Source: an optimization exercise on an open RTL-to-GDS flow (aim: small area and a short achievable clock period). Production flows keep margins and buffers that such runs may drop. No run shown here included a check of the RTL's function; only the layout flow was run.

==> flow/design.v (outline; a module is shown in full before it is edited, if it fits) <==
// module top: 1691 lines
// module fa: 4 lines
// module ha: 4 lines
module top (input logic clk, rst,
            input logic enable, din,
            input logic signed [10:0] x,
            output logic signed [11:0] q,
            output logic spike);
  // ...
==> flow/flow/run.sh <==
#!/bin/bash
# Standard ORFS layout (the standard.sh), with timing repair aimed at a
# setup slack of 8.3 ns at the design's 12 ns clock, so that the resizer keeps
# improving paths that already meet 12 ns.  Logs: standard.log and orfs/logs.
set -euo pipefail
bash standard.sh SETUP_SLACK_MARGIN=8.3 TNS_END_PERCENT=30 BUFFER_PORTS_ARGS="-buffer_cell sky130_fd_sc_hd__buf_2" finish > standard.log 2>&1
==> flow/standard.sh <==
#!/bin/bash
# synth_recipe.tcl (not shown) runs the flow's synth.tcl, then flattens the netlist and writes it again
# the make line also repeats each setting of config.mk as NAME=value (left out here)
make -C /OpenROAD-flow-scripts/flow DESIGN_CONFIG=/design/flow/config.mk WORK_HOME=/design/flow/orfs CLKGATE_MAP_FILE= SYNTH_SCRIPT=/design/flow/synth_recipe.tcl "${@:-finish}"
==> flow/config.mk <==
export PLATFORM = sky130hd
export DESIGN_NAME = top
export DESIGN_NICKNAME = top
export VERILOG_FILES = /design/flow/design.v
export SDC_FILE = /design/flow/constraint.sdc
export NUM_CORES = 4
export LEC_CHECK = 0
export ABC_AREA = 1
export CAP_MARGIN = 20
export CORE_MARGIN = 2
export CORE_UTILIZATION = 40
export SETUP_SLACK_MARGIN = 5
export SLEW_MARGIN = 60
export SYNTH_HIERARCHICAL = 1
export SYNTH_MINIMUM_KEEP_SIZE = 0
==> flow/constraint.sdc <==
create_clock -name core_clock -period 12.0 [get_ports {clk}]
set_input_delay 2.4000 -clock core_clock [delete_from_list [all_inputs] [get_ports {clk}]]
set_output_delay 2.4000 -clock core_clock [all_outputs]
set_load 0.01 [all_outputs]
==> implementation parameters, run 1 <==
Parameter                              Value

Route
  Initial DRT Pass Iterations    5
  Routed met1 length    32.76 mm
  Mean number of vias per cell    5.044
  Uppermost layer routed    met4

Clock tree
  Cts repair resizes    112
  TritonCTS clock tree    built
  Insertion delay of the later-clocked pin in the worst-skew pair    0.61 ns
  CTS Sinks    403
  CTS root buf    sky130_fd_sc_hd__clkbuf_16
  Post-CTS Setup Repair Bufs    13

Cells and area
  Share of final-layout standard cells stronger than drive strength 1    13.61%
  Number of nets at the end of the flow    4,058
  Sequential cell count    403
  Register share of the cell area    24.29%
  Post-Layout Inst Area    33,820 µm²
  Clock-cell share    5.523%

Synthesis
  Netlist Area Pre-Place    29,240 µm²
  Post-Synth Adder-Cell Area    36.84%
  Synthesized area divided by synthesized cell count    8.825 µm²

Critical path
  Critical Path Sink    y1a[2]
  Critical Path RT    12.50 ns
  Slowest stage cell, crit path    sky130_fd_sc_hd__fa_1
  Dominant cell type by count on the critical path    sky130_fd_sc_hd__inv_1
  Element type at the critical path start    flop
  Reg2Reg Launch Point    y1a[6]

Floorplan
  IO Pins    28
  Die footprint    75,270 µm²

Place
  Placed inst area    30,520 µm²
  HPWL reported at the end of detailed placement    52.32 mm
  Last weighted congestion value of the routability-driven placer    0.8781

Outcome
  Status  no timing/DRC/antenna violations

GRT
  Largest net degree at the start of global routing    83
  Global-route met2 utilization    30.30%

Worst hold path
  Worst Hold Endpoint    z3[2]

Timing
  Transition time of the tightest slew-check pin    0.5317 ns
==> run 2: changes to the inputs <==
--- a/flow/design.v
+++ b/flow/design.v
@@ -240,7 +240,7 @@
 logic [20:0] h1n;
 logic [13:0] w7;
 logic [16:0] w33;
-logic [13:0] w7d;
+logic [13:0] w7di;
 logic [20:0] h1;
 logic [10:0] y1a;
 logic [10:0] y1n;
@@ -518,15 +518,15 @@
 logic bng3;
 logic [11:0] pp4;
 logic bng4;
+logic [10:0] z0;
+logic [10:0] z1i;
+logic [10:0] z2;
+logic [10:0] z3i;
+logic [10:0] z0n;
 logic [4:0] bop;
 logic [4:0] bon;
 logic [4:0] btp;
 logic [4:0] btn;
-logic [10:0] z0;
-logic [10:0] z1;
-logic [10:0] z2;
-logic [10:0] z3;
-logic [10:0] z0n;
 logic [11:0] r5;
 logic pm_0_s;
 logic pm_0_c;
@@ -674,6 +674,8 @@
 logic ft_21_c;
 logic ft_22_s;
 logic ft_22_c;
+logic ft_23_s;
+logic ft_23_c;
 logic [14:0] ft_a;
 logic [14:0] ft_b;
 logic [14:0] ft;
@@ -723,16 +725,42 @@
 logic fd_21_c;
 logic fd_22_s;
 logic fd_22_c;
+logic fd_23_s;
+logic fd_23_c;
+logic fd_24_s;
+logic fd_24_c;
+logic fd_25_s;
+logic fd_25_c;
+logic fd_26_s;
+logic fd_26_c;
+logic fd_27_s;
+logic fd_27_c;
+logic fd_28_s;
+logic fd_28_c;
+logic fd_29_s;
+logic fd_29_c;
+logic fd_30_s;
+logic fd_30_c;
+logic fd_31_s;
+logic fd_31_c;
+logic fd_32_s;
+logic fd_32_c;
+logic fd_33_s;
+logic fd_33_c;
+logic fd_34_s;
+logic fd_34_c;
+logic fd_35_s;
+logic fd_35_c;
 logic [13:0] fd_a;
 logic [13:0] fd_b;
 logic [13:0] fd;
-logic [11:0] p0;
+logic [11:0] p0i;
 logic [11:0] p1;
-logic [11:0] p2;
+logic [11:0] p2i;
 logic [11:0] p3;
-logic [11:0] p4;
+logic [11:0] p4i;
 logic [11:0] p5;
-logic [11:0] p6;
+logic [11:0] p6i;
 logic [14:0] ft_r;
 logic [13:0] fd_r;
 logic fe_0_s;
@@ -841,6 +869,8 @@
 logic fe_51_c;
 logic fe_52_s;
 logic fe_52_c;
+logic fe_53_s;
+logic fe_53_c;
 logic [15:0] fe_a;
 logic [15:0] fe_b;
 logic [15:0] fe;
@@ -1036,66 +1066,68 @@
 assign s1 = s1_a + s1_b;
 assign h1n_0_s = 1'b1 ^ w33[9];
 assign h1n_0_c = 1'b1 & w33[9];
-ha h1n_1 (.a(w33[10]), .b(w7d[8]), .s(h1n_1_s), .co(h1n_1_c));
-assign h1n_2_s = 1'b1 ^ w33[11] ^ w7d[9];
-assign h1n_2_c = (1'b1 & w33[11]) | (1'b1 & w7d[9]) | (w33[11] & w7d[9]);
+ha h1n_1 (.a(w33[10]), .b(y1n[9]), .s(h1n_1_s), .co(h1n_1_c));
+assign h1n_2_s = 1'b1 ^ w33[11] ^ y1a[10];
+assign h1n_2_c = (1'b1 & w33[11]) | (1'b1 & y1a[10]) | (w33[11] & y1a[10]);
 assign h1n_3_s = 1'b1 ^ w33[12];
 assign h1n_3_c = 1'b1 & w33[12];
 assign h1n_4_s = 1'b1 ^ w33[4];
 assign h1n_4_c = 1'b1 & w33[4];
-ha h1n_5 (.a(w33[5]), .b(w7d[3]), .s(h1n_5_s), .co(h1n_5_c));
-ha h1n_6 (.a(w33[6]), .b(w7d[4]), .s(h1n_6_s), .co(h1n_6_c));
-assign h1n_7_s = 1'b1 ^ w33[7] ^ w7d[5];
-assign h1n_7_c = (1'b1 & w33[7]) | (1'b1 & w7d[5]) | (w33[7] & w7d[5]);
-ha h1n_8 (.a(y1n[6]), .b(y1n[3]), .s(h1n_8_s), .co(h1n_8_c));
-fa h1n_9 (.a(w33[8]), .b(w7d[6]), .c(y1n[7]), .s(h1n_9_s), .co(h1n_9_c));
-ha h1n_10 (.a(y1n[4]), .b(y1n[1]), .s(h1n_10_s), .co(h1n_10_c));
-fa h1n_11 (.a(w7d[7]), .b(y1n[8]), .c(y1n[5]), .s(h1n_11_s), .co(h1n_11_c));
-fa h1n_12 (.a(y1n[2]), .b(y1n[0]), .c(h1n_0_s), .s(h1n_12_s), .co(h1n_12_c));
-fa h1n_13 (.a(y1n[9]), .b(y1n[6]), .c(y1n[3]), .s(h1n_13_s), .co(h1n_13_c));
-fa h1n_14 (.a(y1n[1]), .b(h1n_0_c), .c(h1n_1_s), .s(h1n_14_s), .co(h1n_14_c));
-fa h1n_15 (.a(y1a[10]), .b(y1n[7]), .c(y1n[4]), .s(h1n_15_s), .co(h1n_15_c));
-fa h1n_16 (.a(y1n[2]), .b(h1n_1_c), .c(h1n_2_s), .s(h1n_16_s), .co(h1n_16_c));
-fa h1n_17 (.a(w7d[10]), .b(y1n[8]), .c(y1n[5]), .s(h1n_17_s), .co(h1n_17_c));
-fa h1n_18 (.a(y1n[3]), .b(h1n_3_s), .c(h1n_2_c), .s(h1n_18_s), .co(h1n_18_c));
-fa h1n_19 (.a(w33[13]), .b(w7d[11]), .c(y1n[9]), .s(h1n_19_s), .co(h1n_19_c));
-fa h1n_20 (.a(y1n[6]), .b(y1n[4]), .c(h1n_3_c), .s(h1n_20_s), .co(h1n_20_c));
-fa h1n_21 (.a(w33[14]), .b(w7d[12]), .c(y1a[10]), .s(h1n_21_s), .co(h1n_21_c));
-ha h1n_22 (.a(y1n[7]), .b(y1n[5]), .s(h1n_22_s), .co(h1n_22_c));
-fa h1n_23 (.a(w33[15]), .b(y1n[8]), .c(y1n[6]), .s(h1n_23_s), .co(h1n_23_c));
+ha h1n_5 (.a(w33[5]), .b(y1n[4]), .s(h1n_5_s), .co(h1n_5_c));
+ha h1n_6 (.a(w33[6]), .b(y1n[5]), .s(h1n_6_s), .co(h1n_6_c));
+assign h1n_7_s = 1'b1 ^ w33[7] ^ y1n[6];
+assign h1n_7_c = (1'b1 & w33[7]) | (1'b1 & y1n[6]) | (w33[7] & y1n[6]);
+ha h1n_8 (.a(y1n[3]), .b(y1n[0]), .s(h1n_8_s), .co(h1n_8_c));
+fa h1n_9 (.a(w33[8]), .b(y1n[7]), .c(y1n[4]), .s(h1n_9_s), .co(h1n_9_c));
+assign h1n_10_s = y1n[1] ^ w7di[6];
+assign h1n_10_c = y1n[1] & ~w7di[6];
+fa h1n_11 (.a(y1n[8]), .b(y1n[5]), .c(y1n[2]), .s(h1n_11_s), .co(h1n_11_c));
+fa h1n_12 (.a(~w7di[7]), .b(y1n[0]), .c(h1n_0_s), .s(h1n_12_s), .co(h1n_12_c));
+fa h1n_13 (.a(y1n[6]), .b(y1n[3]), .c(y1n[1]), .s(h1n_13_s), .co(h1n_13_c));
+fa h1n_14 (.a(~w7di[8]), .b(h1n_0_c), .c(h1n_1_s), .s(h1n_14_s), .co(h1n_14_c));
+fa h1n_15 (.a(y1n[7]), .b(y1n[4]), .c(y1n[2]), .s(h1n_15_s), .co(h1n_15_c));
+fa h1n_16 (.a(~w7di[9]), .b(h1n_1_c), .c(h1n_2_s), .s(h1n_16_s), .co(h1n_16_c));
+fa h1n_17 (.a(y1n[8]), .b(y1n[5]), .c(y1n[3]), .s(h1n_17_s), .co(h1n_17_c));
+fa h1n_18 (.a(~w7di[10]), .b(h1n_3_s), .c(h1n_2_c), .s(h1n_18_s), .co(h1n_18_c));
+fa h1n_19 (.a(w33[13]), .b(y1n[9]), .c(y1n[6]), .s(h1n_19_s), .co(h1n_19_c));
+fa h1n_20 (.a(~w7di[11]), .b(y1n[4]), .c(h1n_3_c), .s(h1n_20_s), .co(h1n_20_c));
+fa h1n_21 (.a(w33[14]), .b(y1a[10]), .c(y1n[7]), .s(h1n_21_s), .co(h1n_21_c));
+assign h1n_22_s = y1n[5] ^ w7di[12];
+assign h1n_22_c = y1n[5] & ~w7di[12];
+fa h1n_23 (.a(w33[15]), .b(w7di[13]), .c(y1n[8]), .s(h1n_23_s), .co(h1n_23_c));
 assign h1n_24_s = 1'b1 ^ y1n[9];
 assign h1n_24_c = 1'b1 & y1n[9];
-ha h1n_25 (.a(w7d[2]), .b(y1n[3]), .s(h1n_25_s), .co(h1n_25_c));
-fa h1n_26 (.a(y1n[4]), .b(y1n[1]), .c(h1n_4_c), .s(h1n_26_s), .co(h1n_26_c));
-fa h1n_27 (.a(y1n[5]), .b(y1n[2]), .c(h1n_5_c), .s(h1n_27_s), .co(h1n_27_c));
-fa h1n_28 (.a(y1n[0]), .b(h1n_6_c), .c(h1n_8_s), .s(h1n_28_s), .co(h1n_28_c));
-fa h1n_29 (.a(h1n_8_c), .b(h1n_10_s), .c(h1n_7_c), .s(h1n_29_s), .co(h1n_29_c));
+ha h1n_25 (.a(y1n[3]), .b(y1n[0]), .s(h1n_25_s), .co(h1n_25_c));
+fa h1n_26 (.a(y1n[1]), .b(h1n_4_c), .c(h1n_5_s), .s(h1n_26_s), .co(h1n_26_c));
+fa h1n_27 (.a(y1n[2]), .b(h1n_5_c), .c(h1n_6_s), .s(h1n_27_s), .co(h1n_27_c));
+fa h1n_28 (.a(h1n_6_c), .b(h1n_8_s), .c(h1n_7_s), .s(h1n_28_s), .co(h1n_28_c));
+fa h1n_29 (.a(h1n_8_c), .b(h1n_7_c), .c(h1n_9_s), .s(h1n_29_s), .co(h1n_29_c));
 fa h1n_30 (.a(h1n_10_c), .b(h1n_9_c), .c(h1n_11_s), .s(h1n_30_s), .co(h1n_30_c));
 fa h1n_31 (.a(h1n_11_c), .b(h1n_13_s), .c(h1n_12_c), .s(h1n_31_s), .co(h1n_31_c));
 fa h1n_32 (.a(h1n_13_c), .b(h1n_15_s), .c(h1n_14_c), .s(h1n_32_s), .co(h1n_32_c));
 fa h1n_33 (.a(h1n_15_c), .b(h1n_17_s), .c(h1n_16_c), .s(h1n_33_s), .co(h1n_33_c));
 fa h1n_34 (.a(h1n_17_c), .b(h1n_19_s), .c(h1n_20_s), .s(h1n_34_s), .co(h1n_34_c));
-fa h1n_35 (.a(h1n_22_s), .b(h1n_19_c), .c(h1n_21_s), .s(h1n_35_s), .co(h1n_35_c));
-fa h1n_36 (.a(h1n_22_c), .b(h1n_21_c), .c(h1n_23_s), .s(h1n_36_s), .co(h1n_36_c));
+fa h1n_35 (.a(~h1n_22_s), .b(h1n_19_c), .c(h1n_21_s), .s(h1n_35_s), .co(h1n_35_c));
+fa h1n_36 (.a(y1n[6]), .b(h1n_22_c), .c(h1n_21_c), .s(h1n_36_s), .co(h1n_36_c));
 fa h1n_37 (.a(y1n[7]), .b(h1n_24_s), .c(h1n_23_c), .s(h1n_37_s), .co(h1n_37_c));
 assign h1n_38_s = 1'b1 ^ y1a[10] ^ y1n[8];
 assign h1n_38_c = (1'b1 & y1a[10]) | (1'b1 & y1n[8]) | (y1a[10] & y1n[8]);
 assign h1n_39_s = 1'b1 ^ w33[1];
 assign h1n_39_c = 1'b1 & w33[1];
-fa h1n_40 (.a(w33[2]), .b(w7d[0]), .c(y1n[1]), .s(h1n_40_s), .co(h1n_40_c));
-fa h1n_41 (.a(w33[3]), .b(w7d[1]), .c(y1n[2]), .s(h1n_41_s), .co(h1n_41_c));
-fa h1n_42 (.a(y1n[0]), .b(h1n_25_s), .c(h1n_4_s), .s(h1n_42_s), .co(h1n_42_c));
-fa h1n_43 (.a(h1n_25_c), .b(h1n_5_s), .c(h1n_26_s), .s(h1n_43_s), .co(h1n_43_c));
-fa h1n_44 (.a(h1n_6_s), .b(h1n_26_c), .c(h1n_27_s), .s(h1n_44_s), .co(h1n_44_c));
-fa h1n_45 (.a(h1n_7_s), .b(h1n_27_c), .c(h1n_28_s), .s(h1n_45_s), .co(h1n_45_c));
-fa h1n_46 (.a(h1n_9_s), .b(h1n_28_c), .c(h1n_29_s), .s(h1n_46_s), .co(h1n_46_c));
-fa h1n_47 (.a(h1n_12_s), .b(h1n_29_c), .c(h1n_30_s), .s(h1n_47_s), .co(h1n_47_c));
-fa h1n_48 (.a(h1n_14_s), .b(h1n_30_c), .c(h1n_31_s), .s(h1n_48_s), .co(h1n_48_c));
+fa h1n_40 (.a(w33[2]), .b(~w7di[0]), .c(y1n[1]), .s(h1n_40_s), .co(h1n_40_c));
+fa h1n_41 (.a(w33[3]), .b(~w7di[1]), .c(y1n[2]), .s(h1n_41_s), .co(h1n_41_c));
+fa h1n_42 (.a(~w7di[2]), .b(h1n_25_s), .c(h1n_4_s), .s(h1n_42_s), .co(h1n_42_c));
+fa h1n_43 (.a(~w7di[3]), .b(h1n_25_c), .c(h1n_26_s), .s(h1n_43_s), .co(h1n_43_c));
+fa h1n_44 (.a(~w7di[4]), .b(h1n_26_c), .c(h1n_27_s), .s(h1n_44_s), .co(h1n_44_c));
+fa h1n_45 (.a(~w7di[5]), .b(h1n_27_c), .c(h1n_28_s), .s(h1n_45_s), .co(h1n_45_c));
+fa h1n_46 (.a(~h1n_10_s), .b(h1n_28_c), .c(h1n_29_s), .s(h1n_46_s), .co(h1n_46_c));
+fa h1n_47 (.a(h1n_29_c), .b(h1n_30_s), .c(h1n_12_s), .s(h1n_47_s), .co(h1n_47_c));
+fa h1n_48 (.a(h1n_30_c), .b(h1n_14_s), .c(h1n_31_s), .s(h1n_48_s), .co(h1n_48_c));
 fa h1n_49 (.a(h1n_16_s), .b(h1n_31_c), .c(h1n_32_s), .s(h1n_49_s), .co(h1n_49_c));
 fa h1n_50 (.a(h1n_18_s), .b(h1n_32_c), .c(h1n_33_s), .s(h1n_50_s), .co(h1n_50_c));
 fa h1n_51 (.a(h1n_18_c), .b(h1n_34_s), .c(h1n_33_c), .s(h1n_51_s), .co(h1n_51_c));
 fa h1n_52 (.a(h1n_20_c), .b(h1n_35_s), .c(h1n_34_c), .s(h1n_52_s), .co(h1n_52_c));
-fa h1n_53 (.a(~w7d[13]), .b(h1n_35_c), .c(h1n_36_s), .s(h1n_53_s), .co(h1n_53_c));
+fa h1n_53 (.a(h1n_23_s), .b(h1n_36_s), .c(h1n_35_c), .s(h1n_53_s), .co(h1n_53_c));
 fa h1n_54 (.a(~w33[16]), .b(h1n_36_c), .c(h1n_37_s), .s(h1n_54_s), .co(h1n_54_c));
 fa h1n_55 (.a(h1n_24_c), .b(h1n_38_s), .c(h1n_37_c), .s(h1n_55_s), .co(h1n_55_c));
 ha h1n_56 (.a(y1n[9]), .b(h1n_38_c), .s(h1n_56_s), .co(h1n_56_c));
@@ -1108,39 +1140,39 @@
   if (rst) begin
     w7 <= 14'd0;
     w33 <= 17'd0;
-    w7d <= 14'd0;
+    w7di <= 14'd16383;
     h1 <= 21'd1499136;
     y1a <= 11'd0;
     y1n <= 11'd2047;
   end else begin
     w7 <= x7;
     w33 <= x33;
-    w7d <= w7;
+    w7di <= ~(w7);
     h1 <= h1n;
     y1a <= s1[20:10];
     y1n <= ~(s1[20:10]);
   end
 end
-assign v47n_0_s = 1'b1 ^ y1a[0] ^ y1n[4];
-assign v47n_0_c = (1'b1 & y1a[0]) | (1'b1 & y1n[4]) | (y1a[0] & y1n[4]);
-fa v47n_1 (.a(y1a[0]), .b(y1a[1]), .c(y1n[5]), .s(v47n_1_s), .co(v47n_1_c));
-fa v47n_2 (.a(y1a[1]), .b(y1a[2]), .c(y1n[6]), .s(v47n_2_s), .co(v47n_2_c));
-fa v47n_3 (.a(y1a[2]), .b(y1a[3]), .c(y1n[7]), .s(v47n_3_s), .co(v47n_3_c));
-fa v47n_4 (.a(y1a[3]), .b(y1a[4]), .c(y1n[8]), .s(v47n_4_s), .co(v47n_4_c));
-fa v47n_5 (.a(y1a[4]), .b(y1a[5]), .c(y1n[9]), .s(v47n_5_s), .co(v47n_5_c));
-assign v47n_6_s = 1'b1 ^ y1a[5] ^ y1a[6];
-assign v47n_6_c = (1'b1 & y1a[5]) | (1'b1 & y1a[6]) | (y1a[5] & y1a[6]);
-fa v47n_7 (.a(y1a[10]), .b(v47n_5_c), .c(v47n_6_s), .s(v47n_7_s), .co(v47n_7_c));
-fa v47n_8 (.a(y1a[6]), .b(y1a[7]), .c(v47n_6_c), .s(v47n_8_s), .co(v47n_8_c));
+assign v47n_0_s = 1'b1 ^ y1a[5];
+assign v47n_0_c = 1'b1 & y1a[5];
+assign v47n_1_s = 1'b1 ^ y1a[0];
+assign v47n_1_c = 1'b1 & y1a[0];
+fa v47n_2 (.a(y1a[0]), .b(y1a[1]), .c(y1n[5]), .s(v47n_2_s), .co(v47n_2_c));
+fa v47n_3 (.a(y1a[1]), .b(y1a[2]), .c(y1n[6]), .s(v47n_3_s), .co(v47n_3_c));
+fa v47n_4 (.a(y1a[2]), .b(y1a[3]), .c(y1n[7]), .s(v47n_4_s), .co(v47n_4_c));
+fa v47n_5 (.a(y1a[3]), .b(y1a[4]), .c(y1n[8]), .s(v47n_5_s), .co(v47n_5_c));
+fa v47n_6 (.a(y1a[4]), .b(y1a[5]), .c(y1n[9]), .s(v47n_6_s), .co(v47n_6_c));
+fa v47n_7 (.a(y1a[6]), .b(y1a[10]), .c(v47n_0_s), .s(v47n_7_s), .co(v47n_7_c));
+fa v47n_8 (.a(y1a[6]), .b(y1a[7]), .c(v47n_0_c), .s(v47n_8_s), .co(v47n_8_c));
 assign v47n_9_s = 1'b1 ^ y1a[7] ^ y1a[8];
 assign v47n_9_c = (1'b1 & y1a[7]) | (1'b1 & y1a[8]) | (y1a[7] & y1a[8]);
-fa v47n_10 (.a(y1a[8]), .b(y1a[9]), .c(v47n_9_c), .s(v47n_10_s), .co(v47n_10_c));
+ha v47n_10 (.a(y1a[8]), .b(y1a[9]), .s(v47n_10_s), .co(v47n_10_c));
 assign v47n_11_s = 1'b1 ^ y1a[9] ^ y1n[10];
 assign v47n_11_c = (1'b1 & y1a[9]) | (1'b1 & y1n[10]) | (y1a[9] & y1n[10]);
-assign v47n_12_s = 1'b1 ^ y1n[10] ^ v47n_11_c;
-assign v47n_12_c = (1'b1 & y1n[10]) | (1'b1 & v47n_11_c) | (y1n[10] & v47n_11_c);
-assign v47n_a = {1'b0, 1'b0, 1'b0, 1'b1, 1'b1, v47n_12_s, v47n_11_s, v47n_10_s, v47n_9_s, v47n_7_c, v47n_7_s, v47n_4_c, v47n_3_c, v47n_2_c, v47n_1_c, v47n_0_c, v47n_0_s, y1n[3], y1n[2], 1'b1, 1'b1};
-assign v47n_b = {1'b0, 1'b0, 1'b0, 1'b0, v47n_12_c, 1'b0, v47n_10_c, 1'b0, v47n_8_c, v47n_8_s, 1'b0, v47n_5_s, v47n_4_s, v47n_3_s, v47n_2_s, v47n_1_s, 1'b0, 1'b0, 1'b0, y1n[1], y1n[0]};
+assign v47n_12_s = 1'b1 ^ y1n[10];
+assign v47n_12_c = 1'b1 & y1n[10];
+assign v47n_a = {1'b0, 1'b0, 1'b0, 1'b1, v47n_12_c, v47n_11_c, v47n_10_c, v47n_9_c, v47n_8_c, v47n_7_c, v47n_6_c, v47n_5_c, v47n_4_c, v47n_3_c, v47n_2_c, v47n_1_c, v47n_1_s, y1n[3], y1n[2], 1'b1, 1'b1};
+assign v47n_b = {1'b0, 1'b0, 1'b0, 1'b0, 1'b1, v47n_12_s, v47n_11_s, v47n_10_s, v47n_9_s, v47n_8_s, v47n_7_s, v47n_6_s, v47n_5_s, v47n_4_s, v47n_3_s, v47n_2_s, y1n[4], 1'b0, 1'b0, y1n[1], y1n[0]};
 assign v47n = v47n_a + v47n_b;
 ha s2_0 (.a(y1a[0]), .b(y1a[1]), .s(s2_0_s), .co(s2_0_c));
 fa s2_1 (.a(y1a[1]), .b(y1a[2]), .c(y1n[6]), .s(s2_1_s), .co(s2_1_c));
@@ -1268,7 +1300,7 @@
     y2n <= ~(s2[20:10]);
   end
 end
-assign t1n = y2a - z3;
+assign t1n = y2a + z3i + 11'd1;
 assign tb = {t1n[10], t1n, 1'b0};
 assign bop_n[0] = ~tb[2] & (tb[1] ^ tb[0]);
 assign bon_n[0] = tb[2] & (tb[1] ^ tb[0]);
@@ -1361,25 +1393,27 @@
 assign r5p = (t1n[9] ^ t1n[10]) ? (t1n[10] ? ~zs : zs) : 12'd0;
 assign r5_n = r5p + 12'd3414 + {11'd0, ~t1n[9] & t1n[10]};
 always_ff @(posedge clk) begin
-  bop <= bop_n;
-  bon <= bon_n;
-  btp <= btp_n;
-  btn <= btn_n;
-end
-always_ff @(posedge clk) begin
   if (rst) begin
     z0 <= 11'd0;
-    z1 <= 11'd0;
+    z1i <= 11'd2047;
     z2 <= 11'd0;
-    z3 <= 11'd0;
+    z3i <= 11'd2047;
     z0n <= 11'd2047;
+    bop <= 5'd0;
+    bon <= 5'd0;
+    btp <= 5'd0;
+    btn <= 5'd0;
     r5 <= 12'd3414;
   end else begin
     z0 <= y2a;
-    z1 <= z0;
-    z2 <= z1;
-    z3 <= z2;
+    z1i <= ~(z0);
+    z2 <= ~z1i;
+    z3i <= ~(z2);
     z0n <= ~y2a;
+    bop <= bop_n;
+    bon <= bon_n;
+    btp <= btp_n;
+    btn <= btn_n;
     r5 <= r5_n;
   end
 end
@@ -1444,144 +1478,174 @@
     p <= pm[21:10];
   end
 end
-fa ft_0 (.a(p[1]), .b(p6[1]), .c(p1[0]), .s(ft_0_s), .co(ft_0_c));
-fa ft_1 (.a(p[2]), .b(p6[2]), .c(p1[1]), .s(ft_1_s), .co(ft_1_c));
-fa ft_2 (.a(p4[1]), .b(ft_0_c), .c(ft_1_s), .s(ft_2_s), .co(ft_2_c));
-fa ft_3 (.a(p[3]), .b(p6[3]), .c(p1[2]), .s(ft_3_s), .co(ft_3_c));
-fa ft_4 (.a(p4[2]), .b(ft_1_c), .c(ft_3_s), .s(ft_4_s), .co(ft_4_c));
-fa ft_5 (.a(p[4]), .b(p6[4]), .c(p1[3]), .s(ft_5_s), .co(ft_5_c));
-fa ft_6 (.a(p4[3]), .b(ft_3_c), .c(ft_5_s), .s(ft_6_s), .co(ft_6_c));
-fa ft_7 (.a(p[5]), .b(p6[5]), .c(p1[4]), .s(ft_7_s), .co(ft_7_c));
-fa ft_8 (.a(p4[4]), .b(ft_5_c), .c(ft_7_s), .s(ft_8_s), .co(ft_8_c));
-fa ft_9 (.a(p[6]), .b(p6[6]), .c(p1[5]), .s(ft_9_s), .co(ft_9_c));
-fa ft_10 (.a(p4[5]), .b(ft_7_c), .c(ft_9_s), .s(ft_10_s), .co(ft_10_c));
-fa ft_11 (.a(p[7]), .b(p6[7]), .c(p1[6]), .s(ft_11_s), .co(ft_11_c));
-fa ft_12 (.a(p4[6]), .b(ft_9_c), .c(ft_11_s), .s(ft_12_s), .co(ft_12_c));
-fa ft_13 (.a(p[8]), .b(p6[8]), .c(p1[7]), .s(ft_13_s), .co(ft_13_c));
-fa ft_14 (.a(p4[7]), .b(ft_11_c), .c(ft_13_s), .s(ft_14_s), .co(ft_14_c));
-fa ft_15 (.a(p[9]), .b(p6[9]), .c(p1[8]), .s(ft_15_s), .co(ft_15_c));
-fa ft_16 (.a(p4[8]), .b(ft_13_c), .c(ft_15_s), .s(ft_16_s), .co(ft_16_c));
-fa ft_17 (.a(p[10]), .b(p6[10]), .c(p1[9]), .s(ft_17_s), .co(ft_17_c));
-fa ft_18 (.a(p4[9]), .b(ft_15_c), .c(ft_17_s), .s(ft_18_s), .co(ft_18_c));
-fa ft_19 (.a(p[11]), .b(p6[11]), .c(~p1[10]), .s(ft_19_s), .co(ft_19_c));
-fa ft_20 (.a(p4[10]), .b(ft_17_c), .c(ft_18_c), .s(ft_20_s), .co(ft_20_c));
-assign ft_21_s = ~1'b1 ^ p1[11] ^ p4[11];
-assign ft_21_c = (~1'b1 & p1[11]) | (~1'b1 & p4[11]) | (p1[11] & p4[11]);
-fa ft_22 (.a(ft_19_c), .b(ft_21_s), .c(~ft_20_c), .s(ft_22_s), .co(ft_22_c));
-assign ft_a = {1'b1, ~ft_21_c, ~ft_22_s, ~ft_19_s, ft_16_c, ft_14_c, ft_12_c, ft_10_c, ft_8_c, ft_6_c, ft_4_c, ft_2_c, ft_2_s, p4[0], p[0]};
-assign ft_b = {1'b0, ~ft_22_c, 1'b0, ft_20_s, ft_18_s, ft_16_s, ft_14_s, ft_12_s, ft_10_s, ft_8_s, ft_6_s, ft_4_s, 1'b0, ft_0_s, p6[0]};
+ha ft_0 (.a(p[1]), .b(p1[0]), .s(ft_0_s), .co(ft_0_c));
+fa ft_1 (.a(p[2]), .b(~p6i[2]), .c(p1[1]), .s(ft_1_s), .co(ft_1_c));
+fa ft_2 (.a(p[3]), .b(~p6i[3]), .c(p1[2]), .s(ft_2_s), .co(ft_2_c));
+fa ft_3 (.a(p[4]), .b(~p6i[4]), .c(p1[3]), .s(ft_3_s), .co(ft_3_c));
+fa ft_4 (.a(p[5]), .b(~p6i[5]), .c(p1[4]), .s(ft_4_s), .co(ft_4_c));
+fa ft_5 (.a(p[6]), .b(~p6i[6]), .c(p1[5]), .s(ft_5_s), .co(ft_5_c));
+fa ft_6 (.a(p[7]), .b(~p6i[7]), .c(p1[6]), .s(ft_6_s), .co(ft_6_c));
+fa ft_7 (.a(p[8]), .b(~p6i[8]), .c(p1[7]), .s(ft_7_s), .co(ft_7_c));
+fa ft_8 (.a(p[9]), .b(~p6i[9]), .c(p1[8]), .s(ft_8_s), .co(ft_8_c));
+fa ft_9 (.a(p[10]), .b(~p6i[10]), .c(p1[9]), .s(ft_9_s), .co(ft_9_c));
+fa ft_10 (.a(~p[11]), .b(p6i[11]), .c(p1[10]), .s(ft_10_s), .co(ft_10_c));
+assign ft_11_s = 1'b1 ^ p4i[11];
+assign ft_11_c = 1'b1 & p4i[11];
+assign ft_12_s = p6i[1] ^ p4i[0];
+assign ft_12_c = p6i[1] | p4i[0];
+fa ft_13 (.a(~p4i[1]), .b(ft_0_c), .c(ft_1_s), .s(ft_13_s), .co(ft_13_c));
+fa ft_14 (.a(~p4i[2]), .b(ft_1_c), .c(ft_2_s), .s(ft_14_s), .co(ft_14_c));
+fa ft_15 (.a(~p4i[3]), .b(ft_2_c), .c(ft_3_s), .s(ft_15_s), .co(ft_15_c));
+fa ft_16 (.a(~p4i[4]), .b(ft_3_c), .c(ft_4_s), .s(ft_16_s), .co(ft_16_c));
+fa ft_17 (.a(~p4i[5]), .b(ft_4_c), .c(ft_5_s), .s(ft_17_s), .co(ft_17_c));
+fa ft_18 (.a(~p4i[6]), .b(ft_5_c), .c(ft_6_s), .s(ft_18_s), .co(ft_18_c));
+fa ft_19 (.a(~p4i[7]), .b(ft_6_c), .c(ft_7_s), .s(ft_19_s), .co(ft_19_c));
+fa ft_20 (.a(~p4i[8]), .b(ft_7_c), .c(ft_8_s), .s(ft_20_s), .co(ft_20_c));
+fa ft_21 (.a(~p4i[9]), .b(ft_8_c), .c(ft_9_s), .s(ft_21_s), .co(ft_21_c));
+fa ft_22 (.a(~p4i[10]), .b(ft_9_c), .c(ft_10_s), .s(ft_22_s), .co(ft_22_c));
+fa ft_23 (.a(~p1[11]), .b(ft_11_s), .c(ft_10_c), .s(ft_23_s), .co(ft_23_c));
+assign ft_a = {1'b1, ft_23_c, ft_22_c, ft_21_c, ft_20_c, ft_19_c, ft_18_c, ft_17_c, ft_16_c, ft_15_c, ft_14_c, ft_13_c, ~ft_12_c, ft_12_s, p[0]};
+assign ft_b = {1'b0, ft_11_c, ft_23_s, ft_22_s, ft_21_s, ft_20_s, ft_19_s, ft_18_s, ft_17_s, ft_16_s, ft_15_s, ft_14_s, ft_13_s, ft_0_s, ~p6i[0]};
 assign ft = ft_a + ft_b;
-fa fd_0 (.a(p0[0]), .b(p5[0]), .c(~p2[0]), .s(fd_0_s), .co(fd_0_c));
-assign fd_1_s = 1'b1 ^ p0[1] ^ p5[1];
-assign fd_1_c = (1'b1 & p0[1]) | (1'b1 & p5[1]) | (p0[1] & p5[1]);
-fa fd_2 (.a(p2[1]), .b(p3[1]), .c(~fd_1_s), .s(fd_2_s), .co(fd_2_c));
-fa fd_3 (.a(p0[2]), .b(p5[2]), .c(~p2[2]), .s(fd_3_s), .co(fd_3_c));
-fa fd_4 (.a(~p3[2]), .b(fd_1_c), .c(fd_3_s), .s(fd_4_s), .co(fd_4_c));
-fa fd_5 (.a(p0[3]), .b(p5[3]), .c(~p2[3]), .s(fd_5_s), .co(fd_5_c));
-fa fd_6 (.a(~p3[3]), .b(fd_3_c), .c(fd_5_s), .s(fd_6_s), .co(fd_6_c));
-fa fd_7 (.a(p0[4]), .b(p5[4]), .c(~p2[4]), .s(fd_7_s), .co(fd_7_c));
-fa fd_8 (.a(~p3[4]), .b(fd_5_c), .c(fd_7_s), .s(fd_8_s), .co(fd_8_c));
-fa fd_9 (.a(p0[5]), .b(p5[5]), .c(~p2[5]), .s(fd_9_s), .co(fd_9_c));
-fa fd_10 (.a(~p3[5]), .b(fd_7_c), .c(fd_9_s), .s(fd_10_s), .co(fd_10_c));
-fa fd_11 (.a(p0[6]), .b(p5[6]), .c(~p2[6]), .s(fd_11_s), .co(fd_11_c));
-fa fd_12 (.a(~p3[6]), .b(fd_9_c), .c(fd_11_s), .s(fd_12_s), .co(fd_12_c));
-fa fd_13 (.a(p0[7]), .b(p5[7]), .c(~p2[7]), .s(fd_13_s), .co(fd_13_c));
-fa fd_14 (.a(~p3[7]), .b(fd_11_c), .c(fd_13_s), .s(fd_14_s), .co(fd_14_c));
-fa fd_15 (.a(p0[8]), .b(p5[8]), .c(~p2[8]), .s(fd_15_s), .co(fd_15_c));
-fa fd_16 (.a(~p3[8]), .b(fd_13_c), .c(fd_15_s), .s(fd_16_s), .co(fd_16_c));
-fa fd_17 (.a(p0[9]), .b(p5[9]), .c(~p2[9]), .s(fd_17_s), .co(fd_17_c));
-fa fd_18 (.a(~p3[9]), .b(fd_15_c), .c(fd_17_s), .s(fd_18_s), .co(fd_18_c));
-fa fd_19 (.a(p0[10]), .b(p5[10]), .c(~p2[10]), .s(fd_19_s), .co(fd_19_c));
-fa fd_20 (.a(~p3[10]), .b(fd_17_c), .c(fd_19_s), .s(fd_20_s), .co(fd_20_c));
-fa fd_21 (.a(p0[11]), .b(p5[11]), .c(~p2[11]), .s(fd_21_s), .co(fd_21_c));
-fa fd_22 (.a(p3[11]), .b(fd_19_c), .c(~fd_21_s), .s(fd_22_s), .co(fd_22_c));
-assign fd_a = {1'b1, ~fd_21_c, fd_20_c, fd_18_c, fd_16_c, fd_14_c, fd_12_c, fd_10_c, fd_8_c, fd_6_c, fd_4_c, ~fd_2_c, fd_0_c, ~p3[0]};
-assign fd_b = {1'b0, fd_22_c, fd_22_s, fd_20_s, fd_18_s, fd_16_s, fd_14_s, fd_12_s, fd_10_s, fd_8_s, fd_6_s, fd_4_s, ~fd_2_s, fd_0_s};
+assign fd_0_s = 1'b1 ^ p5[1];
+assign fd_0_c = 1'b1 & p5[1];
+assign fd_1_s = p0i[2] ^ p3[2];
+assign fd_1_c = p0i[2] | p3[2];
+assign fd_2_s = p0i[3] ^ p3[3];
+assign fd_2_c = p0i[3] | p3[3];
+assign fd_3_s = p0i[4] ^ p3[4];
+assign fd_3_c = p0i[4] | p3[4];
+assign fd_4_s = p0i[5] ^ p3[5];
+assign fd_4_c = p0i[5] | p3[5];
+assign fd_5_s = p0i[6] ^ p3[6];
+assign fd_5_c = p0i[6] | p3[6];
+assign fd_6_s = p0i[7] ^ p3[7];
+assign fd_6_c = p0i[7] | p3[7];
+assign fd_7_s = p0i[8] ^ p3[8];
+assign fd_7_c = p0i[8] | p3[8];
+assign fd_8_s = p0i[9] ^ p3[9];
+assign fd_8_c = p0i[9] | p3[9];
+assign fd_9_s = p0i[10] ^ p3[10];
+assign fd_9_c = p0i[10] | p3[10];
+ha fd_10 (.a(p0i[11]), .b(p3[11]), .s(fd_10_s), .co(fd_10_c));
+assign fd_11_s = p0i[0] ^ p3[0];
+assign fd_11_c = p0i[0] | p3[0];
+fa fd_12 (.a(p0i[1]), .b(~p2i[1]), .c(p3[1]), .s(fd_12_s), .co(fd_12_c));
+fa fd_13 (.a(p5[2]), .b(p2i[2]), .c(fd_0_c), .s(fd_13_s), .co(fd_13_c));
+fa fd_14 (.a(p5[3]), .b(p2i[3]), .c(fd_2_s), .s(fd_14_s), .co(fd_14_c));
+fa fd_15 (.a(p5[4]), .b(p2i[4]), .c(fd_3_s), .s(fd_15_s), .co(fd_15_c));
+fa fd_16 (.a(p5[5]), .b(p2i[5]), .c(fd_4_s), .s(fd_16_s), .co(fd_16_c));
+fa fd_17 (.a(p5[6]), .b(p2i[6]), .c(fd_5_s), .s(fd_17_s), .co(fd_17_c));
+fa fd_18 (.a(p5[7]), .b(p2i[7]), .c(fd_6_s), .s(fd_18_s), .co(fd_18_c));
+fa fd_19 (.a(p5[8]), .b(p2i[8]), .c(fd_7_s), .s(fd_19_s), .co(fd_19_c));
+fa fd_20 (.a(p5[9]), .b(p2i[9]), .c(fd_8_s), .s(fd_20_s), .co(fd_20_c));
+fa fd_21 (.a(p5[10]), .b(p2i[10]), .c(fd_9_s), .s(fd_21_s), .co(fd_21_c));
+fa fd_22 (.a(p5[11]), .b(p2i[11]), .c(fd_9_c), .s(fd_22_s), .co(fd_22_c));
+ha fd_23 (.a(p5[0]), .b(p2i[0]), .s(fd_23_s), .co(fd_23_c));
+fa fd_24 (.a(fd_11_c), .b(~fd_0_s), .c(fd_12_s), .s(fd_24_s), .co(fd_24_c));
+fa fd_25 (.a(fd_1_s), .b(~fd_12_c), .c(fd_13_s), .s(fd_25_s), .co(fd_25_c));
+fa fd_26 (.a(~fd_1_c), .b(fd_13_c), .c(fd_14_s), .s(fd_26_s), .co(fd_26_c));
+fa fd_27 (.a(~fd_2_c), .b(fd_14_c), .c(fd_15_s), .s(fd_27_s), .co(fd_27_c));
+fa fd_28 (.a(~fd_3_c), .b(fd_15_c), .c(fd_16_s), .s(fd_28_s), .co(fd_28_c));
+fa fd_29 (.a(~fd_4_c), .b(fd_16_c), .c(fd_17_s), .s(fd_29_s), .co(fd_29_c));
+fa fd_30 (.a(~fd_5_c), .b(fd_17_c), .c(fd_18_s), .s(fd_30_s), .co(fd_30_c));
+fa fd_31 (.a(~fd_6_c), .b(fd_18_c), .c(fd_19_s), .s(fd_31_s), .co(fd_31_c));
+fa fd_32 (.a(~fd_7_c), .b(fd_19_c), .c(fd_20_s), .s(fd_32_s), .co(fd_32_c));
+fa fd_33 (.a(~fd_8_c), .b(fd_20_c), .c(fd_21_s), .s(fd_33_s), .co(fd_33_c));
+fa fd_34 (.a(fd_10_s), .b(fd_21_c), .c(~fd_22_s), .s(fd_34_s), .co(fd_34_c));
+assign fd_35_s = fd_10_c ^ fd_22_c;
+assign fd_35_c = fd_10_c & ~fd_22_c;
+assign fd_a = {fd_35_c, fd_34_c, fd_33_c, fd_32_c, fd_31_c, fd_30_c, fd_29_c, fd_28_c, fd_27_c, fd_26_c, fd_25_c, ~fd_24_c, fd_23_c, fd_23_s};
+assign fd_b = {1'b1, ~fd_35_s, fd_34_s, fd_33_s, fd_32_s, fd_31_s, fd_30_s, fd_29_s, fd_28_s, fd_27_s, fd_26_s, fd_25_s, ~fd_24_s, fd_11_s};
 assign fd = fd_a + fd_b;
 always_ff @(posedge clk) begin
   if (rst) begin
-    p0 <= 12'd0;
+    p0i <= 12'd4095;
     p1 <= 12'd0;
-    p2 <= 12'd0;
+    p2i <= 12'd4095;
     p3 <= 12'd0;
-    p4 <= 12'd0;
+    p4i <= 12'd4095;
     p5 <= 12'd0;
-    p6 <= 12'd0;
+    p6i <= 12'd4095;
     ft_r <= 15'd0;
     fd_r <= 14'd0;
   end else begin
-    p0 <= p;
-    p1 <= p0;
-    p2 <= p1;
-    p3 <= p2;
-    p4 <= p3;
-    p5 <= p4;
-    p6 <= p5;
+    p0i <= ~(p);
+    p1 <= ~p0i;
+    p2i <= ~(p1);
+    p3 <= ~p2i;
+    p4i <= ~(p3);
+    p5 <= ~p4i;
+    p6i <= ~(p5);
     ft_r <= ft;
     fd_r <= fd;
   end
 end
-fa fe_0 (.a(p0[1]), .b(p5[1]), .c(p1[0]), .s(fe_0_s), .co(fe_0_c));
-fa fe_1 (.a(p0[2]), .b(p5[2]), .c(p1[1]), .s(fe_1_s), .co(fe_1_c));
-fa fe_2 (.a(p4[1]), .b(p2[0]), .c(p3[0]), .s(fe_2_s), .co(fe_2_c));
-fa fe_3 (.a(fe_0_c), .b(fe_1_s), .c(fe_2_s), .s(fe_3_s), .co(fe_3_c));
-fa fe_4 (.a(p0[3]), .b(p5[3]), .c(p1[2]), .s(fe_4_s), .co(fe_4_c));
-fa fe_5 (.a(p4[2]), .b(p2[1]), .c(p3[1]), .s(fe_5_s), .co(fe_5_c));
-fa fe_6 (.a(fe_1_c), .b(fe_2_c), .c(fe_4_s), .s(fe_6_s), .co(fe_6_c));
-fa fe_7 (.a(fe_5_s), .b(fe_3_c), .c(fe_6_s), .s(fe_7_s), .co(fe_7_c));
-fa fe_8 (.a(p0[4]), .b(p5[4]), .c(p1[3]), .s(fe_8_s), .co(fe_8_c));
-fa fe_9 (.a(p4[3]), .b(p2[2]), .c(p3[2]), .s(fe_9_s), .co(fe_9_c));
-fa fe_10 (.a(fe_4_c), .b(fe_5_c), .c(fe_8_s), .s(fe_10_s), .co(fe_10_c));
-fa fe_11 (.a(fe_9_s), .b(fe_6_c), .c(fe_10_s), .s(fe_11_s), .co(fe_11_c));
-fa fe_12 (.a(p0[5]), .b(p5[5]), .c(p1[4]), .s(fe_12_s), .co(fe_12_c));
-fa fe_13 (.a(p4[4]), .b(p2[3]), .c(p3[3]), .s(fe_13_s), .co(fe_13_c));
-fa fe_14 (.a(fe_8_c), .b(fe_9_c), .c(fe_12_s), .s(fe_14_s), .co(fe_14_c));
-fa fe_15 (.a(fe_13_s), .b(fe_10_c), .c(fe_14_s), .s(fe_15_s), .co(fe_15_c));
-fa fe_16 (.a(p0[6]), .b(p5[6]), .c(p1[5]), .s(fe_16_s), .co(fe_16_c));
-fa fe_17 (.a(p4[5]), .b(p2[4]), .c(p3[4]), .s(fe_17_s), .co(fe_17_c));
-fa fe_18 (.a(fe_12_c), .b(fe_13_c), .c(fe_16_s), .s(fe_18_s), .co(fe_18_c));
-fa fe_19 (.a(fe_17_s), .b(fe_14_c), .c(fe_18_s), .s(fe_19_s), .co(fe_19_c));
-assign fe_20_s = 1'b1 ^ p0[7] ^ p5[7];
-assign fe_20_c = (1'b1 & p0[7]) | (1'b1 & p5[7]) | (p0[7] & p5[7]);
-fa fe_21 (.a(p1[6]), .b(p4[6]), .c(p2[5]), .s(fe_21_s), .co(fe_21_c));
-fa fe_22 (.a(p3[5]), .b(fe_16_c), .c(fe_17_c), .s(fe_22_s), .co(fe_22_c));
-fa fe_23 (.a(fe_20_s), .b(fe_21_s), .c(fe_18_c), .s(fe_23_s), .co(fe_23_c));
-fa fe_24 (.a(fe_22_s), .b(fe_19_c), .c(fe_23_s), .s(fe_24_s), .co(fe_24_c));
-assign fe_25_s = 1'b1 ^ p0[8] ^ p5[8];
-assign fe_25_c = (1'b1 & p0[8]) | (1'b1 & p5[8]) | (p0[8] & p5[8]);
-fa fe_26 (.a(p1[7]), .b(p4[7]), .c(p2[6]), .s(fe_26_s), .co(fe_26_c));
-fa fe_27 (.a(p3[6]), .b(fe_20_c), .c(fe_21_c), .s(fe_27_s), .co(fe_27_c));
-fa fe_28 (.a(fe_25_s), .b(fe_26_s), .c(fe_22_c), .s(fe_28_s), .co(fe_28_c));
-fa fe_29 (.a(fe_27_s), .b(fe_23_c), .c(fe_28_s), .s(fe_29_s), .co(fe_29_c));
-fa fe_30 (.a(p0[9]), .b(p5[9]), .c(p1[8]), .s(fe_30_s), .co(fe_30_c));
-fa fe_31 (.a(p4[8]), .b(p2[7]), .c(p3[7]), .s(fe_31_s), .co(fe_31_c));
-fa fe_32 (.a(fe_25_c), .b(fe_26_c), .c(fe_30_s), .s(fe_32_s), .co(fe_32_c));
-fa fe_33 (.a(fe_31_s), .b(fe_27_c), .c(fe_32_s), .s(fe_33_s), .co(fe_33_c));
-fa fe_34 (.a(fe_28_c), .b(fe_33_s), .c(fe_29_c), .s(fe_34_s), .co(fe_34_c));
-fa fe_35 (.a(p0[10]), .b(p5[10]), .c(p1[9]), .s(fe_35_s), .co(fe_35_c));
-fa fe_36 (.a(p4[9]), .b(p2[8]), .c(p3[8]), .s(fe_36_s), .co(fe_36_c));
-fa fe_37 (.a(fe_30_c), .b(fe_31_c), .c(fe_35_s), .s(fe_37_s), .co(fe_37_c));
-fa fe_38 (.a(fe_36_s), .b(fe_32_c), .c(fe_37_s), .s(fe_38_s), .co(fe_38_c));
-fa fe_39 (.a(fe_33_c), .b(fe_38_s), .c(fe_34_c), .s(fe_39_s), .co(fe_39_c));
-assign fe_40_s = 1'b1 ^ p1[10] ^ p4[10];
-assign fe_40_c = (1'b1 & p1[10]) | (1'b1 & p4[10]) | (p1[10] & p4[10]);
-fa fe_41 (.a(p0[11]), .b(p5[11]), .c(~p2[9]), .s(fe_41_s), .co(fe_41_c));
-fa fe_42 (.a(p3[9]), .b(fe_35_c), .c(fe_36_c), .s(fe_42_s), .co(fe_42_c));
-fa fe_43 (.a(fe_40_s), .b(fe_37_c), .c(fe_42_s), .s(fe_43_s), .co(fe_43_c));
-fa fe_44 (.a(~fe_41_s), .b(fe_38_c), .c(fe_43_s), .s(fe_44_s), .co(fe_44_c));
-assign fe_45_s = 1'b1 ^ p2[10] ^ p3[10];
-assign fe_45_c = (1'b1 & p2[10]) | (1'b1 & p3[10]) | (p2[10] & p3[10]);
-fa fe_46 (.a(p1[11]), .b(p4[11]), .c(~fe_40_c), .s(fe_46_s), .co(fe_46_c));
-fa fe_47 (.a(fe_45_s), .b(~fe_41_c), .c(fe_42_c), .s(fe_47_s), .co(fe_47_c));
-fa fe_48 (.a(~fe_46_s), .b(fe_43_c), .c(fe_47_s), .s(fe_48_s), .co(fe_48_c));
-assign fe_49_s = ~1'b1 ^ p2[11] ^ p3[11];
-assign fe_49_c = (~1'b1 & p2[11]) | (~1'b1 & p3[11]) | (p2[11] & p3[11]);
-fa fe_50 (.a(~fe_45_c), .b(fe_49_s), .c(fe_46_c), .s(fe_50_s), .co(fe_50_c));
-fa fe_51 (.a(fe_47_c), .b(~fe_50_s), .c(fe_48_c), .s(fe_51_s), .co(fe_51_c));
-assign fe_52_s = ~1'b1 ^ fe_49_c ^ fe_50_c;
-assign fe_52_c = (~1'b1 & fe_49_c) | (~1'b1 & fe_50_c) | (fe_49_c & fe_50_c);
-assign fe_a = {~fe_52_c, ~fe_52_s, fe_51_s, fe_44_c, fe_44_s, fe_39_s, fe_34_s, fe_24_c, fe_24_s, fe_15_c, fe_11_c, fe_7_c, fe_7_s, fe_3_s, p4[0], p0[0]};
-assign fe_b = {1'b0, fe_51_c, 1'b0, fe_48_s, fe_39_c, 1'b0, 1'b0, fe_29_s, 1'b0, fe_19_s, fe_15_s, fe_11_s, 1'b0, 1'b0, fe_0_s, p5[0]};
+assign fe_0_s = 1'b1 ^ p5[7];
+assign fe_0_c = 1'b1 & p5[7];
+assign fe_1_s = 1'b1 ^ p5[8] ^ p1[7];
+assign fe_1_c = (1'b1 & p5[8]) | (1'b1 & p1[7]) | (p5[8] & p1[7]);
+assign fe_2_s = p0i[9] ^ p4i[8];
+assign fe_2_c = p0i[9] | p4i[8];
+assign fe_3_s = p0i[10] ^ p4i[9];
+assign fe_3_c = p0i[10] | p4i[9];
+assign fe_4_s = 1'b1 ^ p0i[11] ^ p1[10];
+assign fe_4_c = (1'b1 & p0i[11]) | (1'b1 & p1[10]) | (p0i[11] & p1[10]);
+fa fe_5 (.a(p0i[2]), .b(p4i[1]), .c(p2i[0]), .s(fe_5_s), .co(fe_5_c));
+fa fe_6 (.a(p0i[3]), .b(p4i[2]), .c(p2i[1]), .s(fe_6_s), .co(fe_6_c));
+ha fe_7 (.a(p5[3]), .b(p1[2]), .s(fe_7_s), .co(fe_7_c));
+fa fe_8 (.a(p0i[4]), .b(p4i[3]), .c(p2i[2]), .s(fe_8_s), .co(fe_8_c));
+fa fe_9 (.a(p5[4]), .b(p1[3]), .c(p3[2]), .s(fe_9_s), .co(fe_9_c));
+fa fe_10 (.a(p0i[5]), .b(p4i[4]), .c(p2i[3]), .s(fe_10_s), .co(fe_10_c));
+fa fe_11 (.a(p5[5]), .b(p1[4]), .c(p3[3]), .s(fe_11_s), .co(fe_11_c));
+fa fe_12 (.a(p0i[6]), .b(p4i[5]), .c(p2i[4]), .s(fe_12_s), .co(fe_12_c));
+fa fe_13 (.a(p5[6]), .b(p1[5]), .c(p3[4]), .s(fe_13_s), .co(fe_13_c));
+fa fe_14 (.a(p0i[7]), .b(p4i[6]), .c(p2i[5]), .s(fe_14_s), .co(fe_14_c));
+fa fe_15 (.a(p1[6]), .b(p3[5]), .c(fe_0_s), .s(fe_15_s), .co(fe_15_c));
+fa fe_16 (.a(p0i[8]), .b(p4i[7]), .c(p2i[6]), .s(fe_16_s), .co(fe_16_c));
+fa fe_17 (.a(p3[6]), .b(fe_0_c), .c(fe_1_s), .s(fe_17_s), .co(fe_17_c));
+fa fe_18 (.a(p5[9]), .b(p1[8]), .c(p3[7]), .s(fe_18_s), .co(fe_18_c));
+fa fe_19 (.a(~p2i[7]), .b(fe_2_s), .c(fe_1_c), .s(fe_19_s), .co(fe_19_c));
+fa fe_20 (.a(p5[10]), .b(p1[9]), .c(p3[8]), .s(fe_20_s), .co(fe_20_c));
+fa fe_21 (.a(p2i[8]), .b(fe_2_c), .c(~fe_3_s), .s(fe_21_s), .co(fe_21_c));
+fa fe_22 (.a(p5[11]), .b(p4i[10]), .c(p2i[9]), .s(fe_22_s), .co(fe_22_c));
+fa fe_23 (.a(p3[9]), .b(~fe_3_c), .c(fe_4_s), .s(fe_23_s), .co(fe_23_c));
+assign fe_24_s = 1'b1 ^ p4i[11] ^ p3[10];
+assign fe_24_c = (1'b1 & p4i[11]) | (1'b1 & p3[10]) | (p4i[11] & p3[10]);
+fa fe_25 (.a(p1[11]), .b(p2i[10]), .c(~fe_4_c), .s(fe_25_s), .co(fe_25_c));
+assign fe_26_s = 1'b1 ^ p2i[11];
+assign fe_26_c = 1'b1 & p2i[11];
+assign fe_27_s = p0i[1] ^ p4i[0];
+assign fe_27_c = p0i[1] | p4i[0];
+fa fe_28 (.a(p5[2]), .b(p1[1]), .c(p3[0]), .s(fe_28_s), .co(fe_28_c));
+fa fe_29 (.a(p3[1]), .b(fe_7_s), .c(~fe_5_c), .s(fe_29_s), .co(fe_29_c));
+fa fe_30 (.a(~fe_7_c), .b(fe_6_c), .c(fe_8_s), .s(fe_30_s), .co(fe_30_c));
+fa fe_31 (.a(fe_8_c), .b(~fe_9_c), .c(fe_10_s), .s(fe_31_s), .co(fe_31_c));
+fa fe_32 (.a(fe_10_c), .b(~fe_11_c), .c(fe_12_s), .s(fe_32_s), .co(fe_32_c));
+fa fe_33 (.a(fe_12_c), .b(~fe_13_c), .c(fe_14_s), .s(fe_33_s), .co(fe_33_c));
+fa fe_34 (.a(fe_14_c), .b(fe_16_s), .c(~fe_15_c), .s(fe_34_s), .co(fe_34_c));
+fa fe_35 (.a(~fe_16_c), .b(fe_18_s), .c(fe_17_c), .s(fe_35_s), .co(fe_35_c));
+fa fe_36 (.a(fe_18_c), .b(fe_20_s), .c(fe_19_c), .s(fe_36_s), .co(fe_36_c));
+fa fe_37 (.a(~fe_20_c), .b(fe_22_s), .c(fe_21_c), .s(fe_37_s), .co(fe_37_c));
+fa fe_38 (.a(~fe_22_c), .b(fe_24_s), .c(fe_23_c), .s(fe_38_s), .co(fe_38_c));
+fa fe_39 (.a(~p3[11]), .b(fe_26_s), .c(fe_24_c), .s(fe_39_s), .co(fe_39_c));
+ha fe_40 (.a(p5[1]), .b(p1[0]), .s(fe_40_s), .co(fe_40_c));
+fa fe_41 (.a(fe_27_c), .b(~fe_28_s), .c(fe_5_s), .s(fe_41_s), .co(fe_41_c));
+fa fe_42 (.a(fe_28_c), .b(~fe_6_s), .c(fe_29_s), .s(fe_42_s), .co(fe_42_c));
+fa fe_43 (.a(fe_9_s), .b(fe_29_c), .c(~fe_30_s), .s(fe_43_s), .co(fe_43_c));
+fa fe_44 (.a(~fe_11_s), .b(fe_30_c), .c(fe_31_s), .s(fe_44_s), .co(fe_44_c));
+fa fe_45 (.a(~fe_13_s), .b(fe_31_c), .c(fe_32_s), .s(fe_45_s), .co(fe_45_c));
+fa fe_46 (.a(~fe_15_s), .b(fe_32_c), .c(fe_33_s), .s(fe_46_s), .co(fe_46_c));
+fa fe_47 (.a(~fe_17_s), .b(fe_33_c), .c(fe_34_s), .s(fe_47_s), .co(fe_47_c));
+fa fe_48 (.a(fe_19_s), .b(~fe_34_c), .c(fe_35_s), .s(fe_48_s), .co(fe_48_c));
+fa fe_49 (.a(~fe_21_s), .b(fe_36_s), .c(fe_35_c), .s(fe_49_s), .co(fe_49_c));
+fa fe_50 (.a(fe_23_s), .b(fe_36_c), .c(~fe_37_s), .s(fe_50_s), .co(fe_50_c));
+fa fe_51 (.a(fe_25_s), .b(fe_37_c), .c(~fe_38_s), .s(fe_51_s), .co(fe_51_c));
+fa fe_52 (.a(~fe_25_c), .b(fe_39_s), .c(fe_38_c), .s(fe_52_s), .co(fe_52_c));
+assign fe_53_s = 1'b1 ^ fe_26_c ^ fe_39_c;
+assign fe_53_c = (1'b1 & fe_26_c) | (1'b1 & fe_39_c) | (fe_26_c & fe_39_c);
+assign fe_a = {fe_53_c, fe_52_c, ~fe_51_c, fe_50_c, fe_49_c, fe_48_c, ~fe_47_c, ~fe_46_c, ~fe_45_c, ~fe_44_c, fe_43_c, fe_42_c, ~fe_41_c, fe_40_c, fe_40_s, ~p0i[0]};
+assign fe_b = {1'b0, fe_53_s, fe_52_s, ~fe_51_s, fe_50_s, fe_49_s, fe_48_s, ~fe_47_s, ~fe_46_s, ~fe_45_s, ~fe_44_s, fe_43_s, fe_42_s, ~fe_41_s, fe_27_s, p5[0]};
 assign fe = fe_a + fe_b;
 assign fq_0_s = 1'b1 ^ ft_r[9];
 assign fq_0_c = 1'b1 & ft_r[9];
==> flow/flow/run.sh (replaced) <==
#!/bin/bash
# Standard ORFS layout (the standard.sh), with timing repair aimed at a
# setup slack of 8.3 ns at the design's 12 ns clock, so that the resizer keeps
# improving paths that already meet 12 ns.  Logs: standard.log and orfs/logs.
set -euo pipefail
bash standard.sh SETUP_SLACK_MARGIN=8.3  BUFFER_PORTS_ARGS="-buffer_cell sky130_fd_sc_hd__buf_2" finish > standard.log 2>&1
--- a/flow/config.mk
+++ b/flow/config.mk
@@ -10,6 +10,6 @@
 export CORE_MARGIN = 2
 export CORE_UTILIZATION = 40
 export SETUP_SLACK_MARGIN = 5
-export SLEW_MARGIN = 60
+export SLEW_MARGIN = 20
 export SYNTH_HIERARCHICAL = 1
 export SYNTH_MINIMUM_KEEP_SIZE = 0
==> implementation parameters, run 2 <==
Parameter                              Value

Flow run
  Max-capacitance violation count    0 (unchanged)

Clock tree
  Post-cts hold buffer count    0 (unchanged)
  Total clock buffers created by CTS    46 (was 47)
  CTS Sinks    404 (was 403)
  Insertion delay of the later-clocked pin in the worst-skew pair    0.59 ns (was 0.61 ns)
  Clock edge transition at the registers on the reported setup and hold paths    0.06 ns (about the same)
  Maximum clock insertion buffer count    3 (unchanged)
  H-tree levels    2 (unchanged)
  CTS root buf    sky130_fd_sc_hd__clkbuf_16 (unchanged)
  TritonCTS clock tree    built (unchanged)

Critical path
  Setup CP Type    reg -> reg (unchanged)
  Arr. time, crit path    4.28 ns (was 4.24 ns)
  Register-to-register setup slack    8.23 ns (was 8.26 ns)
  CP Capture Type    flop (unchanged)
  Crit-path max cell delay    0.61 ns (was 0.50 ns)
  Element type at the critical path start    flop (unchanged)
  Dominant cell type by count on the critical path    sky130_fd_sc_hd__fa_1 (was sky130_fd_sc_hd__inv_1)
  Cell breakdown of the critical path    clkinv_4 -> nand2_1 -> o21ai_1 -> o211ai_1 -> fa_1 -> fa_1 -> fa_1 -> ha_4 -> nand4_1 -> nor3_2 -> nand2_1 -> nand2_4 -> a21boi_4 -> buf_6 -> or2_4 -> a21oi_2 (was buf_12 -> fa_1 -> fa_1 -> fa_1 -> ha_1 -> nand2_1 -> inv_1 -> nand3_1 -> inv_1 -> a21oi_1 -> inv_1 -> a21boi_0 -> inv_1 -> or2_2 -> nand3_1 -> inv_1)
  Critical Path RT    12.51 ns (was 12.50 ns)
  Reg2Reg Launch Point    bon[1] (was y1a[6])
  Worst R2R Path Depth    16 (unchanged)
  Capture instance of the worst register-to-register path    p[3] (was y1a[2])
  Slowest stage cell, crit path    sky130_fd_sc_hd__fa_1 (unchanged)
  Largest fanout on the critical path    6 (was 7)
  Worst path top cell family by delay    adder cells (unchanged)
  WP buf/inv    2 (was 6)

Timing
  Transition time of the tightest slew-check pin    0.9438 ns (was 0.5317 ns)
  Highest Clock Rate    265.2 MHz (was 267.6 MHz)
  Worst Clk Skew    0.01120 ns (was 0.02621 ns)
  Worst hold-check slack    0.3695 ns (was 0.3967 ns)
  Number of setup violations in the final report    0 (unchanged)
  Number of failing hold endpoints at the final stage    0 (unchanged)
  Setup Total Neg Slack    0 ns (unchanged)
  Pins Over Slew Limit    0 (unchanged)
  RSZ-0062 raised after global routing    yes (unchanged)
  Final period util    31.42% (was 31.14%)
  Tightest slew margin relative to the limit    37.08% (was 64.09%)
  Fin crit period    3.770 ns (was 3.736 ns)

Route
  Residual antenna-violating net count after detailed routing    0 (unchanged)
  WL final    73.15 mm (was 69.50 mm)
  Initial DRT Pass Iterations    26 (was 5)
  Drt first-iter violations    1,493 (was 1,352)
  Mean number of vias per cell    5.077 (was 5.044)
  Post-DR wirelength/cell    16.44 µm (was 15.80 µm)
  Drt drc    0 (unchanged)
  Routed vias    22,594 (was 22,185)

Floorplan
  Horizontal die dimension    275.8 µm (was 274.4 µm)
  Effective utilization at floorplan    40.44% (was 40.21%)
  Core region area    73,080 µm² (was 72,710 µm²)
  IO Pins    28 (unchanged)
  Die footprint    76,080 µm² (was 75,270 µm²)
  Number of placement rows    99 (unchanged)
  Floorplan die height    275.8 µm (was 274.4 µm)

Synthesis
  Most repeated cell in the gate-level netlist after synthesis    sky130_fd_sc_hd__nand2_1 (was sky130_fd_sc_hd__inv_1)
  Synthesized area divided by synthesized cell count    8.783 µm² (was 8.825 µm²)
  Share of the synthesized area in the top cell type    27.36% (was 27.59%)
  Top cells by count, synth    sky130_fd_sc_hd__nand2_1, sky130_fd_sc_hd__inv_1, sky130_fd_sc_hd__dfxtp_1 (was sky130_fd_sc_hd__inv_1, sky130_fd_sc_hd__nand2_1, sky130_fd_sc_hd__dfxtp_1)
  Synthesis-stage register bit count    404 (was 403)
  Count of unique library cells instantiated by Yosys    49 (was 51)
  Most used DFF post-synth    sky130_fd_sc_hd__dfxtp_1 (unchanged)
  Sequential cell area fraction in the yosys report    27.36% (was 27.59%)
  Number of warnings issued by yosys    7 (unchanged)
  Number of enable flip-flop cells after synthesis    0 (unchanged)
  Synth area leader    sky130_fd_sc_hd__dfxtp_1 (unchanged)
  Biggest area contributors in the synthesized netlist    sky130_fd_sc_hd__dfxtp_1, sky130_fd_sc_hd__fa_1, sky130_fd_sc_hd__ha_1 (unchanged)
  Share of synthesized flip-flops with an asynchronous set or reset    0% (unchanged)
  Netlist Area Pre-Place    29,560 µm² (was 29,240 µm²)
  Synthesized netlist cell count    3,365 (was 3,313)

Place
  Port Buf Inserts    27 (unchanged)
  Last weighted congestion value of the routability-driven placer    0.9137 (was 0.8781)
  HPWL reported at the end of detailed placement    55.74 mm (was 52.32 mm)

Worst hold path
  Worst min-delay path startpoint    z2[6] (was z2[2])
  Hold depth    1 (was 2)
  Kind of path behind the tightest hold check    reg -> reg (unchanged)
  Worst Hold Endpoint    z3i[6] (was z3[2])

GRT
  Largest net degree at the start of global routing    103 (was 83)
  Global-route met2 utilization    31.24% (was 30.30%)
  Total global-route track usage    19.46% (was 18.83%)
  Met3 Usage GRT    2.671% (was 2.461%)
  Fraction of met1 tracks used by global routing    27.80% (was 26.14%)
  Peak-usage layer in the global routing report    met2 (unchanged)
  Wire length of the first global-routing pass    117.0 mm (was 113.2 mm)
  Residual overflow from global routing    0 (unchanged)
  Via count of the first global-routing pass    22,058 (was 21,655)
  Antenna violations before repair    0 (unchanged)

Cells and area
  Leading cell type in the layout, fill and taps excluded    sky130_fd_sc_hd__nand2_1 (was sky130_fd_sc_hd__inv_1)
  Share of final-layout standard cells stronger than drive strength 1    14.04% (was 13.61%)
  Area added between synthesis and finish    15.19% (was 15.68%)
  Antenna Diode Count    0 (unchanged)
  Utilization after layout    46.58% (was 46.51%)
  Number of nets at the end of the flow    4,136 (was 4,058)
  Registers with the highest flip-flop counts    h1 (21), h2 (21), v47 (19) (unchanged)
  Commonest non-fill, non-tap cells in the layout    sky130_fd_sc_hd__nand2_1, sky130_fd_sc_hd__inv_1, sky130_fd_sc_hd__fa_1 (was sky130_fd_sc_hd__inv_1, sky130_fd_sc_hd__nand2_1, sky130_fd_sc_hd__fa_1)

Outcome
  Status  no timing/DRC/antenna violations (unchanged)
run 2: cell types whose count changed in the layout (fill, tap and decap cells not counted), sizes merged, moves of 16 or more:
cell	delta
nor2	-94
inv	-36
ha	+25
a21oi	+39
o21ai	+16
nand2	+120
run 2: cell families after synthesis:
kind of cell               count (synthesis)  synth area share [%]
adders and majority gates                663                 37.16
DFF                                      404                 27.36
buffers and inverters                    522                 6.638
other                                      1               0.01269
AOI/OAI and AO/OA                        734                 13.82
and+or+nand+nor                         1026                 14.56
xor gates and xnor gates                  15                0.4445
run 2: stage by stage:
step                worst slack [ns]  instances  cell area, µm²
finish                         8.230       4450           34050
global route                   8.025       4450           34050
CTS                            8.181       4389           32870
detailed placement             7.149       4291           30840
global placement               7.180       4291           30840
floorplan                      8.123       3366           29710
run 2: modules after synthesis, one instance, submodules excluded:
module	cells inside	cell area [µm²]
fa	1	20.02
ha	1	12.51
top	2956	21810
run 2: what timing repair did:
action                                  in CTS  in global routing
endpoints found under the setup margin     225                 68
setup buffers                               17                 61
pin swaps                                   14                 70
resized for setup                          127                193
run 2: metal layers:
layer	share of wire (%)	up-vias
li1	-	11240
met1	48	10784
met2	45	477
met3	4.9	93
met4	2.1	0
met5	0	-
run 2: worst max path at each step:
stage | from | endpoint | slack (ns) | cells past startpoint
2_1_floorplan | x[0] | w33[15] | 8.12 | 12
4_1_cts | y1a[10] | h1[20] | 8.18 | 17
3_3_place_gp | rst | spk | 7.18 | 7
5_1_grt | bon[1] | p[7] | 8.03 | 18
6_report | bon[1] | p[3] | 8.23 | 16
3_5_place_dp | rst | spk | 7.15 | 7
run 2: layout make-up:
type | count | area [µm²]
tap | 959 | 1200
inverter | 455 | 1763
fill | 6914 | 39040
sequential | 404 | 8254
multi-input combinational | 2440 | 20400
timing repair buffer | 111 | 857.1
clock buffer | 65 | 1354
clock inverter | 16 | 215.2

[port drivers added, routing unchanged]
In the flow no input, the clock included, has a driving cell. The finished layouts below were timed again as built, in two steps.
Step 1 (the two cells are an assumption about what drives the block):
set clk [get_ports {clk}]
set_driving_cell -lib_cell sky130_fd_sc_hd__clkbuf_16 $clk
set_driving_cell -lib_cell sky130_fd_sc_hd__buf_2 [delete_from_list [all_inputs] $clk]
Step 2 also shifts input and output timing later by t, the mid clock arrival at the registers, as if the neighbouring blocks saw the same clock.
Slacks: ideal ports / drivers / drivers and shift; pairs: ideal ports / drivers.
run	t, ns	setup slack, ns	worst setup path at the end	latest minus earliest clock arrival (ns)	worst register clock-pin slew, ns
run 1	0.658	8.264 / 8.264 / 7.788	input to register	0.030 / 0.030	0.07 / 0.07
run 2	0.643	8.230 / 8.230 / 7.629	input to register	0.014 / 0.014	0.06 / 0.06
After both steps every run listed still meets setup and hold. The setup slack of run 2, which loses most, moves by 0.000 ns with the drivers and by -0.601 ns with both steps.
